This is an optimization exercise on Yosys and OpenROAD, whose aim is small area, a short achievable clock period and few clock cycles per item, not a production implementation.
No functional check of the RTL was part of any run shown here.

==> flow/design.v (outline; a module is shown in full before it is edited, if it fits) <==
// module multiplier: 1665 lines
// module mul_fa: 4 lines
// module mul_bselp: 3 lines
// module mul_bsel: 3 lines
// module mul_bpp: 3 lines
// module mul_ha: 4 lines
module multiplier #(MANT_BITS=23, EXP_BITS=8)(
	input wire clk,
	input wire reset_n,
	input wire input_valid,
	input logic [EXP_BITS+MANT_BITS:0] in_a,
	input logic [EXP_BITS+MANT_BITS:0] in_b,
	output logic [EXP_BITS+MANT_BITS:0] data_out,
	output logic output_valid
);
  // ...
==> flow/flow/run.sh <==
#!/bin/bash
set -euo pipefail
export BUFFER_PORTS_ARGS="-buffer_cell sky130_fd_sc_hd__buf_4"
bash standard.sh > standard.log 2>&1
==> flow/standard.sh <==
#!/bin/bash
# synth_recipe.tcl (not shown) runs the flow's synth.tcl, then flattens the netlist and writes it again
# the make line also repeats each setting of config.mk as NAME=value (left out here)
make -C /OpenROAD-flow-scripts/flow DESIGN_CONFIG=/design/flow/config.mk WORK_HOME=/design/flow/orfs CLKGATE_MAP_FILE= SYNTH_SCRIPT=/design/flow/synth_recipe.tcl "${@:-finish}"
==> flow/config.mk <==
export PLATFORM = sky130hd
export DESIGN_NAME = multiplier
export DESIGN_NICKNAME = multiplier
export VERILOG_FILES = /design/flow/design.v
export SDC_FILE = /design/flow/constraint.sdc
export NUM_CORES = 4
export LEC_CHECK = 0
export CAP_MARGIN = 20
export CORE_MARGIN = 2
export CORE_UTILIZATION = 65
export SETUP_SLACK_MARGIN = 2.5
export SLEW_MARGIN = 20
export SYNTH_HIERARCHICAL = 1
==> flow/constraint.sdc <==
create_clock -name core_clock -period 8.0 [get_ports {clk}]
set_input_delay 1.6000 -clock core_clock [delete_from_list [all_inputs] [get_ports {clk}]]
set_output_delay 1.6000 -clock core_clock [all_outputs]
set_load 0.01 [all_outputs]
==> run notes, run 1 <==
- Hold_sp: sh[23]
- Mapped Area: 0.0194 mm²
- Run status: no timing/DRC/antenna violations
- Port buffer count: 99
- Grt total ovfl: 0
- Most common cell after layout, fill and taps aside: nor2_1
- Die height: 177 µm
- Die W: roughly 180 µm
- Largest net degree at the start of global routing: 48
- Routed len/inst: 26.7 µm
- Initial antenna violation count: 0
- Initial core utilization: 65.7%
- Buf+Inv Stages, Crit Path: 3
- Largest registers: ra x31, rb x31, sh x24
- Reg2reg end: rc
- Tapcells: about 400
- Count of hold-fix buffers inserted at cts: 0
- Vias per cell: 6.81
- 1st-pass router iterations: 8
- Cell taking the most area after synthesis: fa_1
- Crit-path max cell delay: 0.55 ns
- DP Worst Slack: ~1.6 ns
- Adder-cell share of the synthesized area: between 50% and 60%
- CTS buffer count: 9
- Non-filler instance count after layout: 2451
- Vias in the first global route: 17600
- Share of cell area taken by multi-input logic gates: 75.5%
- Flip-flop and latch area: 0.00244 mm²
- Clk slew on worst S/H paths: ~0.1 ns
- DR WL met3: 8770 µm
- First-pass GRT wire length: between 90000 and 100000 µm
- Cell Chain, Critical Path: buf_4, mux2i_4, buf_12, buf_4, nor2_1, fa_1, fa_1, fa_1, fa_1, fa_1, ha_1, nand4_1, or4_1, o2111ai_2
- Via count: 16700
- Crit-path slowest cell: or4_1
==> run 2, diff against run 1 <==
--- a/flow/design.v
+++ b/flow/design.v
@@ -2,17 +2,17 @@
 	input wire clk,
 	input wire reset_n,
 	input wire input_valid,
 	input logic [EXP_BITS+MANT_BITS:0] in_a,
 	input logic [EXP_BITS+MANT_BITS:0] in_b,
 	output logic [EXP_BITS+MANT_BITS:0] data_out,
 	output logic output_valid
 );
-localparam [1:0] IDLE = 2'd0, SHIFT = 2'd1, MUL = 2'd2, LOAD = 2'd3;
+localparam [1:0] IDLE = 2'd0, SHIFT = 2'd1, MUL = 2'd2;
 logic [1:0] st;
 logic [7:0] ea, eb;
 logic za, zb;
 logic [9:0] esum;               
 logic slow;
 assign ea = in_a[30:23];
 assign eb = in_b[30:23];
 assign za = (ea == 8'd0);
@@ -20,21 +20,20 @@
 assign esum = {2'b0, ea | {7'b0, za}} + {2'b0, eb | {7'b0, zb}};
 assign slow = (za & ~zb & (|in_a[22:0])) | (zb & ~za & (|in_b[22:0]));
 logic [23:0] sh;                
 logic        sh_a;              
 logic [8:0]  e;                 
 logic        s126_r;
 wire shifting = (st == SHIFT) && !sh[23] && !e[8] && !s126_r;
 always_ff @(posedge clk) begin
-	if (st == IDLE)
+	if (st == IDLE) begin
+		sh <= {1'b0, za ? in_a[22:0] : in_b[22:0]};
 		sh_a <= za;
-	if (st == LOAD)
-		sh <= {1'b0, sh_a ? in_a[22:0] : in_b[22:0]};
-	else if (shifting)
+	end else if (shifting)
 		sh <= sh << 1;
 end
 wire use_sh = (st == MUL);
 wire [23:0] x = (use_sh && sh_a) ? sh : {~za, in_a[22:0]};
 wire [23:0] y = (use_sh && !sh_a) ? sh : {~zb, in_b[22:0]};
 	wire pp1 = x[0] & y[0];
 	wire pp2 = x[0] & y[1];
 	wire pp3 = x[0] & y[2];
@@ -1618,63 +1617,59 @@
 	wire s1581, c1582;
 	mul_fa us1581 (c1410, s1495, c1494, s1581, c1582);
 	wire s1583, c1584;
 	mul_fa us1583 (c1414, s1497, c1496, s1583, c1584);
 	wire s1585, c1586;
 	mul_fa us1585 (c1416, s1499, c1498, s1585, c1586);
 	wire s1587, c1588;
 	mul_fa us1587 (pp552, pp575, c1500, s1587, c1588);
-wire [16:0] lo_sum = {1'b0, {c1526, c1524, c1522, c1520, c1518, c1516, c1514, c1512, c1510, c1508, c1506, c1504, c1502, pp49, pp2, pp1}} + {1'b0, {s1527, s1525, s1523, s1521, s1519, s1517, s1515, s1513, s1511, s1509, s1507, s1505, s1503, s1501, pp25, 1'b0}};
-logic [31:0] ra, rb;
+wire [14:0] lo_sum = {1'b0, {c1522, c1520, c1518, c1516, c1514, c1512, c1510, c1508, c1506, c1504, c1502, pp49, pp2, pp1}} + {1'b0, {s1523, s1521, s1519, s1517, s1515, s1513, s1511, s1509, s1507, s1505, s1503, s1501, pp25, 1'b0}};
+logic [33:0] ra, rb;
 logic rc;
 logic sgn, inf_r, zero_r;
 always_ff @(posedge clk) begin
-	ra <= {1'b0, pp576, s1587, s1585, s1583, s1581, c1578, c1576, s1575, s1573, c1570, c1568, c1566, c1564, s1563, s1561, c1558, c1556, c1554, c1552, c1550, c1548, c1546, c1544, c1542, c1540, c1538, c1536, c1534, c1532, c1530, c1528};
-	rb <= {1'b0, c1588, c1586, c1584, c1582, c1580, s1579, s1577, c1574, c1572, s1571, s1569, s1567, s1565, c1562, c1560, s1559, s1557, s1555, s1553, s1551, s1549, s1547, s1545, s1543, s1541, s1539, s1537, s1535, s1533, s1531, s1529};
-	rc <= lo_sum[16];
+	ra <= {1'b0, pp576, s1587, s1585, s1583, s1581, c1578, c1576, s1575, s1573, c1570, c1568, c1566, c1564, s1563, s1561, c1558, c1556, c1554, c1552, c1550, c1548, c1546, c1544, c1542, c1540, c1538, c1536, c1534, c1532, c1530, c1528, c1526, c1524};
+	rb <= {1'b0, c1588, c1586, c1584, c1582, c1580, s1579, s1577, c1574, c1572, s1571, s1569, s1567, s1565, c1562, c1560, s1559, s1557, s1555, s1553, s1551, s1549, s1547, s1545, s1543, s1541, s1539, s1537, s1535, s1533, s1531, s1529, s1527, s1525};
+	rc <= lo_sum[14];
 	sgn <= in_a[31] ^ in_b[31];
 	inf_r <= (ea == 8'hff) || (eb == 8'hff) || (esum >= 10'd382);
 	zero_r <= (za && in_a[22:0] == 0) || (zb && in_b[22:0] == 0) || (esum < 10'd128);
 	if (st == IDLE) begin
 		e <= 9'(esum - 10'd127);
 		s126_r <= (esum == 10'd128);
 	end else if (shifting)
 		e <= e - 9'd1;
 end
 always_ff @(posedge clk, negedge reset_n) begin
 	if (!reset_n) begin
 		st <= IDLE;
 		output_valid <= 1'b0;
 	end else begin
 		output_valid <= (st == MUL) || (st == IDLE && input_valid && !slow);
 		case (st)
-			IDLE: if (input_valid && slow) st <= LOAD;
-			LOAD: st <= SHIFT;
+			IDLE: if (input_valid && slow) st <= SHIFT;
 			SHIFT: if (!shifting) st <= MUL;
 			default: st <= IDLE;
 		endcase
 	end
 end
-wire [32:0] ps = {ra, 1'b1} + {rb, rc};    
-wire [31:0] p = ps[32:1];                     
-wire p47 = p[31];
-wire p46 = p[30];
-wire [22:0] mo = p47 ? p[30:8] : p[29:7];
+wire [34:0] ps = {ra, 1'b1} + {rb, rc};    
+wire [33:0] p = ps[34:1];                     
+wire p47 = p[33];
+wire p46 = p[32];
+wire [22:0] mo = p47 ? p[32:10] : p[31:9];
 wire [7:0] e1 = e[7:0] + 8'd1;
 wire [7:0] eo = p47 ? e1 : (s126_r && !p46) ? 8'd0 : e[7:0];
 assign data_out = {sgn, inf_r ? {8'hff, 23'd0} : zero_r ? 31'd0 : {eo, mo}};
 endmodule
 module mul_fa(input a, input b, input c, output s, output co);
 	assign s = a ^ b ^ c;
 	assign co = (a & b) | (a & c) | (b & c);
 endmodule
-module mul_bselp(input one, input two, input xi, input xim, output t);
-	assign t = (one & xi) | (two & xim);
-endmodule
 module mul_bsel(input one, input two, input xi, input xim, output tn);
 	assign tn = ~((one & xi) | (two & xim));
 endmodule
 module mul_bpp(input one, input two, input neg, input xi, input xim, output pp);
 	assign pp = ((one & xi) | (two & xim)) ^ neg;
 endmodule
 module mul_ha(input a, input b, output s, output co);
 	assign s = a ^ b;
==> run notes, run 2 <==
- Run status: no timing/DRC/antenna violations
- Via count: 16500 (-1.3%)
- Gp weighted congestion: 0.924
- Reg2reg end: rb[6]
- Mapped Area: 0.0198 mm² (+2.2%)
- Most common cell after layout, fill and taps aside: nor2_1
- Synth area leaders: fa_1, nor2_1, dfxtp_1
- Hold_sp: st[1]
- Final Hold Viols: 0
- Largest net degree at the start of global routing: 46 (-4.2%)
- Worst Hold Class: reg2reg
- Post-route ant nets: 0
- Reg-to-Reg Start: st[0]
- Most frequent cells in the layout: nor2_1, fa_1, buf_4
- Area occupied by multi-input gates: 0.0172 mm²
- First-pass GRT wire length: 97200 µm (+0.11%)
- Vias in the first global route: 17500 (-0.51%)
- Die W: 179 µm (+1.1%)
- CORE AREA: 0.0299 mm²
- Startpoint types: primary input
- First DRT Iteration DRCs: 1779
- Critical path capture point type: flop
- Seq cells post-synth: 108
- Grt total ovfl: 0 (unchanged)
- RSZ-0062 raised after global routing: false
- MaxCap Viol Count: 0
- Tot GR Track Use: 41.3%
- Final period util: 68.2%
- Ports: 100
- Residual DRC: 0
- Most frequent cell after synthesis: nor2_1
- Gr busiest metal: met2
- Ys Warns: 7
- Non-filler instance count after layout: 2452 (+0.041%)
- Die height: 179 µm (+1.1%)
- Fillers: 2125
- R2r setup slk: roughly 2.6 ns
- Post-DP HPWL: 45200 µm
- Ys flop type: dfxtp_1
- Initial core utilization: 66.4% (+0.74 points)
- CTS Sinks: between 100 and 150
- Clock latency on the worst-skew pair: 0.38 ns
- Setup TNS: 0 ns
- Port buffer count: 99 (unchanged)
- Met2 usage: 61.6%
- CTS tree: yes
- Sequential share of the synthesized area: 12.7%
- Async SR Flop Fraction: 2.78%
- Post-synth cell types: 71
- Flip-flop and latch area: 0.00252 mm² (+3.4%)
- Placed cell count: between 2000 and 2500
- CTS max path bufs: 2
- Share of post-route cells with drive strength above 1: 14.5%
- Worst r2r path cells: 12
- Num rows: 63
- Worst-Margin Slew: a little over 0.9 ns
- Full die area: 0.0319 mm²
- Fmax: 183 MHz
- WS Path Type: in2reg
- Hold Path Depth: 1
- Final Max Tran Viols: 0
- Largest registers: ra x33, rb x33, sh x24
- Count of hold-fix buffers inserted at cts: 0 (unchanged)
- CP arrival: 5.71 ns
- Synth top cells by count: nor2_1, fa_1, clkbuf_1
- Post-synth EDFFs: 34
- Root Buffer: clkbuf_16
- 1st-pass router iterations: 6 (-2)
- Clk slew on worst S/H paths: 0.09 ns (about the same)
- Final setup fails: 0
- Cell taking the most area after synthesis: fa_1
- Routed len/inst: 25.8 µm (-3.3%)
- Fin nets: 2687
- Slew HR: 38.7%
- Vias per cell: 6.72 (-1.4%)
- Critical path fanouts, max: 24
- Hold endpoint: st[0]
- Initial antenna violation count: 2 (+2)
- Synth Instances: 1981
- Mapped Avg Cell Area: 10.0 µm²
- Grt met3 use: 16.2%
- Worst Skew: 0.0171 ns
- Post-synth top area share: between 40% and 50%
- Min Tclk post-route: around 5.5 ns
- Htree depth: 3
- Met1 usage: a little over half
- Syn_nets: 2612
- Drt total wl: 63300 µm
- CTS buffer count: 9 (unchanged)
- Data required, critical path: slightly above 8 ns
- Area growth syn-to-layout: 12.8%
==> run 2: cell count changes after synthesis, sizes merged, moves of 7 or more <==
cell / delta
a211o: -9
a21oi: -7
o22ai: +14
nor3b: +8
o31ai: +9
clkbuf: +9
nand2: -20
nor2: +7
nand3: +19
nand4: +7
mux2i: +16
==> run 2: layout make-up <==
class | count | share of cell area (%)
flip-flops and latches | 108 | 11.3
repair buffers | 201 | 7.97
diodes | 1 | 0.0112
well taps | 390 | 2.18
multi-input cells | 1715 | 76.8
clock buffers | 10 | 1.02
clock inverters | 6 | 0.369
inverters | 20 | 0.369
repair inverters | 1 | 0.0280
==> run 2: stage by stage <==
stage	setup slack [ns]	hold slack, ns	utilization (%)	area [µm²]
after global routing	2.46	0.603	74.9	22400
after global placement	1.60	0.573	71.2	21300
after CTS	2.51	0.631	73.3	21900
after detailed placement	1.51	0.582	71.2	21300
final	2.54	0.585	74.9	22400
after floorplan	2.49	0.513	-	20000
==> run 2: cells by family (layout without fill, tap and decap cells) <==
kind of cell	Yosys count	in the layout	synth area share (%)
AND/OR/NAND/NOR	822	822	17.3
AO/OA/AOI/OAI	204	204	7.01
other	0	1	0
adder cells (fa/ha/maj)	564	564	53.9
buffers and inverters	158	238	3.11
XOR/XNOR	38	38	1.68
flip-flops	108	108	12.7
multiplexers	87	87	4.39
==> run 2: repair_timing <==
item | in CTS | in global routing
gates cloned | 1 | 1
buffers inserted | 13 | 20
pin swaps | 1 | 0
resized for setup | 29 | 31
endpoints found under the setup margin | 41 | 58
==> run 2: worst max-delay path by stage <==
stage / from / end / slack [ns] / cells after the start
floorplan: in_b[24] / rb[12] / 2.49 / 11
global placement: in_a[28] / rb[12] / 1.60 / 14
detailed placement: in_a[28] / rb[12] / 1.51 / 14
CTS: in_b[19] / rb[12] / 2.51 / 11
global route: in_b[19] / rb[12] / 2.46 / 11
finish: in_b[10] / rb[12] / 2.54 / 11
==> run 2: critical path: stages <==
cell and delay, ns:
buf_4 0.12, mux2i_2 0.24, buf_6 0.33, nor2_1 0.12, fa_1 0.47, fa_1 0.54
fa_1 0.43, fa_1 0.41, fa_1 0.46, fa_1 0.55, fa_1 0.42
==> run 2: per-module statistics from Yosys (local to each module, per instance) <==
module | cell area [µm²] | cells inside
multiplier | 9890 | 1475
mul_ha | 12.5 | 1
mul_fa | 20.0 | 1
==> run 2: layer usage <==
metal	part of all wire, %	up-vias	wire length (µm)
met4	5.6	2	3560
met3	14	296	8650
met1	36	8234	22700
li1	-	6628	-
met2	45	1309	28400
met5	0.021	-	13

-- what the ideal ports hide --
How much do the figures lean on ideal ports? The routed layouts below were timed once more, with nothing changed but the port constraints.
Step 1 (the two cells are an assumption about what drives the block):
set clk [get_ports {clk}]
set_driving_cell -lib_cell sky130_fd_sc_hd__clkbuf_16 $clk
set_driving_cell -lib_cell sky130_fd_sc_hd__buf_2 [delete_from_list [all_inputs] $clk]
Step 2 moves the port delays by t, midway between the first and last clock arrival at a register: inputs arrive t later, outputs are due t later. That takes back most of the time a late clock gives input paths.
Three values: no drivers, after step 1, after step 2; two values: the first two.
| run | t, ns | slack for setup (ns) | latest minus earliest clock arrival (ns) | worst register clock-pin slew, ns |
|---|---|---|---|---|
| run 1 | 0.446 | 2.446 / 2.473 / 2.028 | 0.021 / 0.021 | 0.10 / 0.10 |
| run 2 | 0.422 | 2.545 / 2.549 / 2.127 | 0.018 / 0.018 | 0.09 / 0.09 |
After both steps every run listed still meets setup and hold.
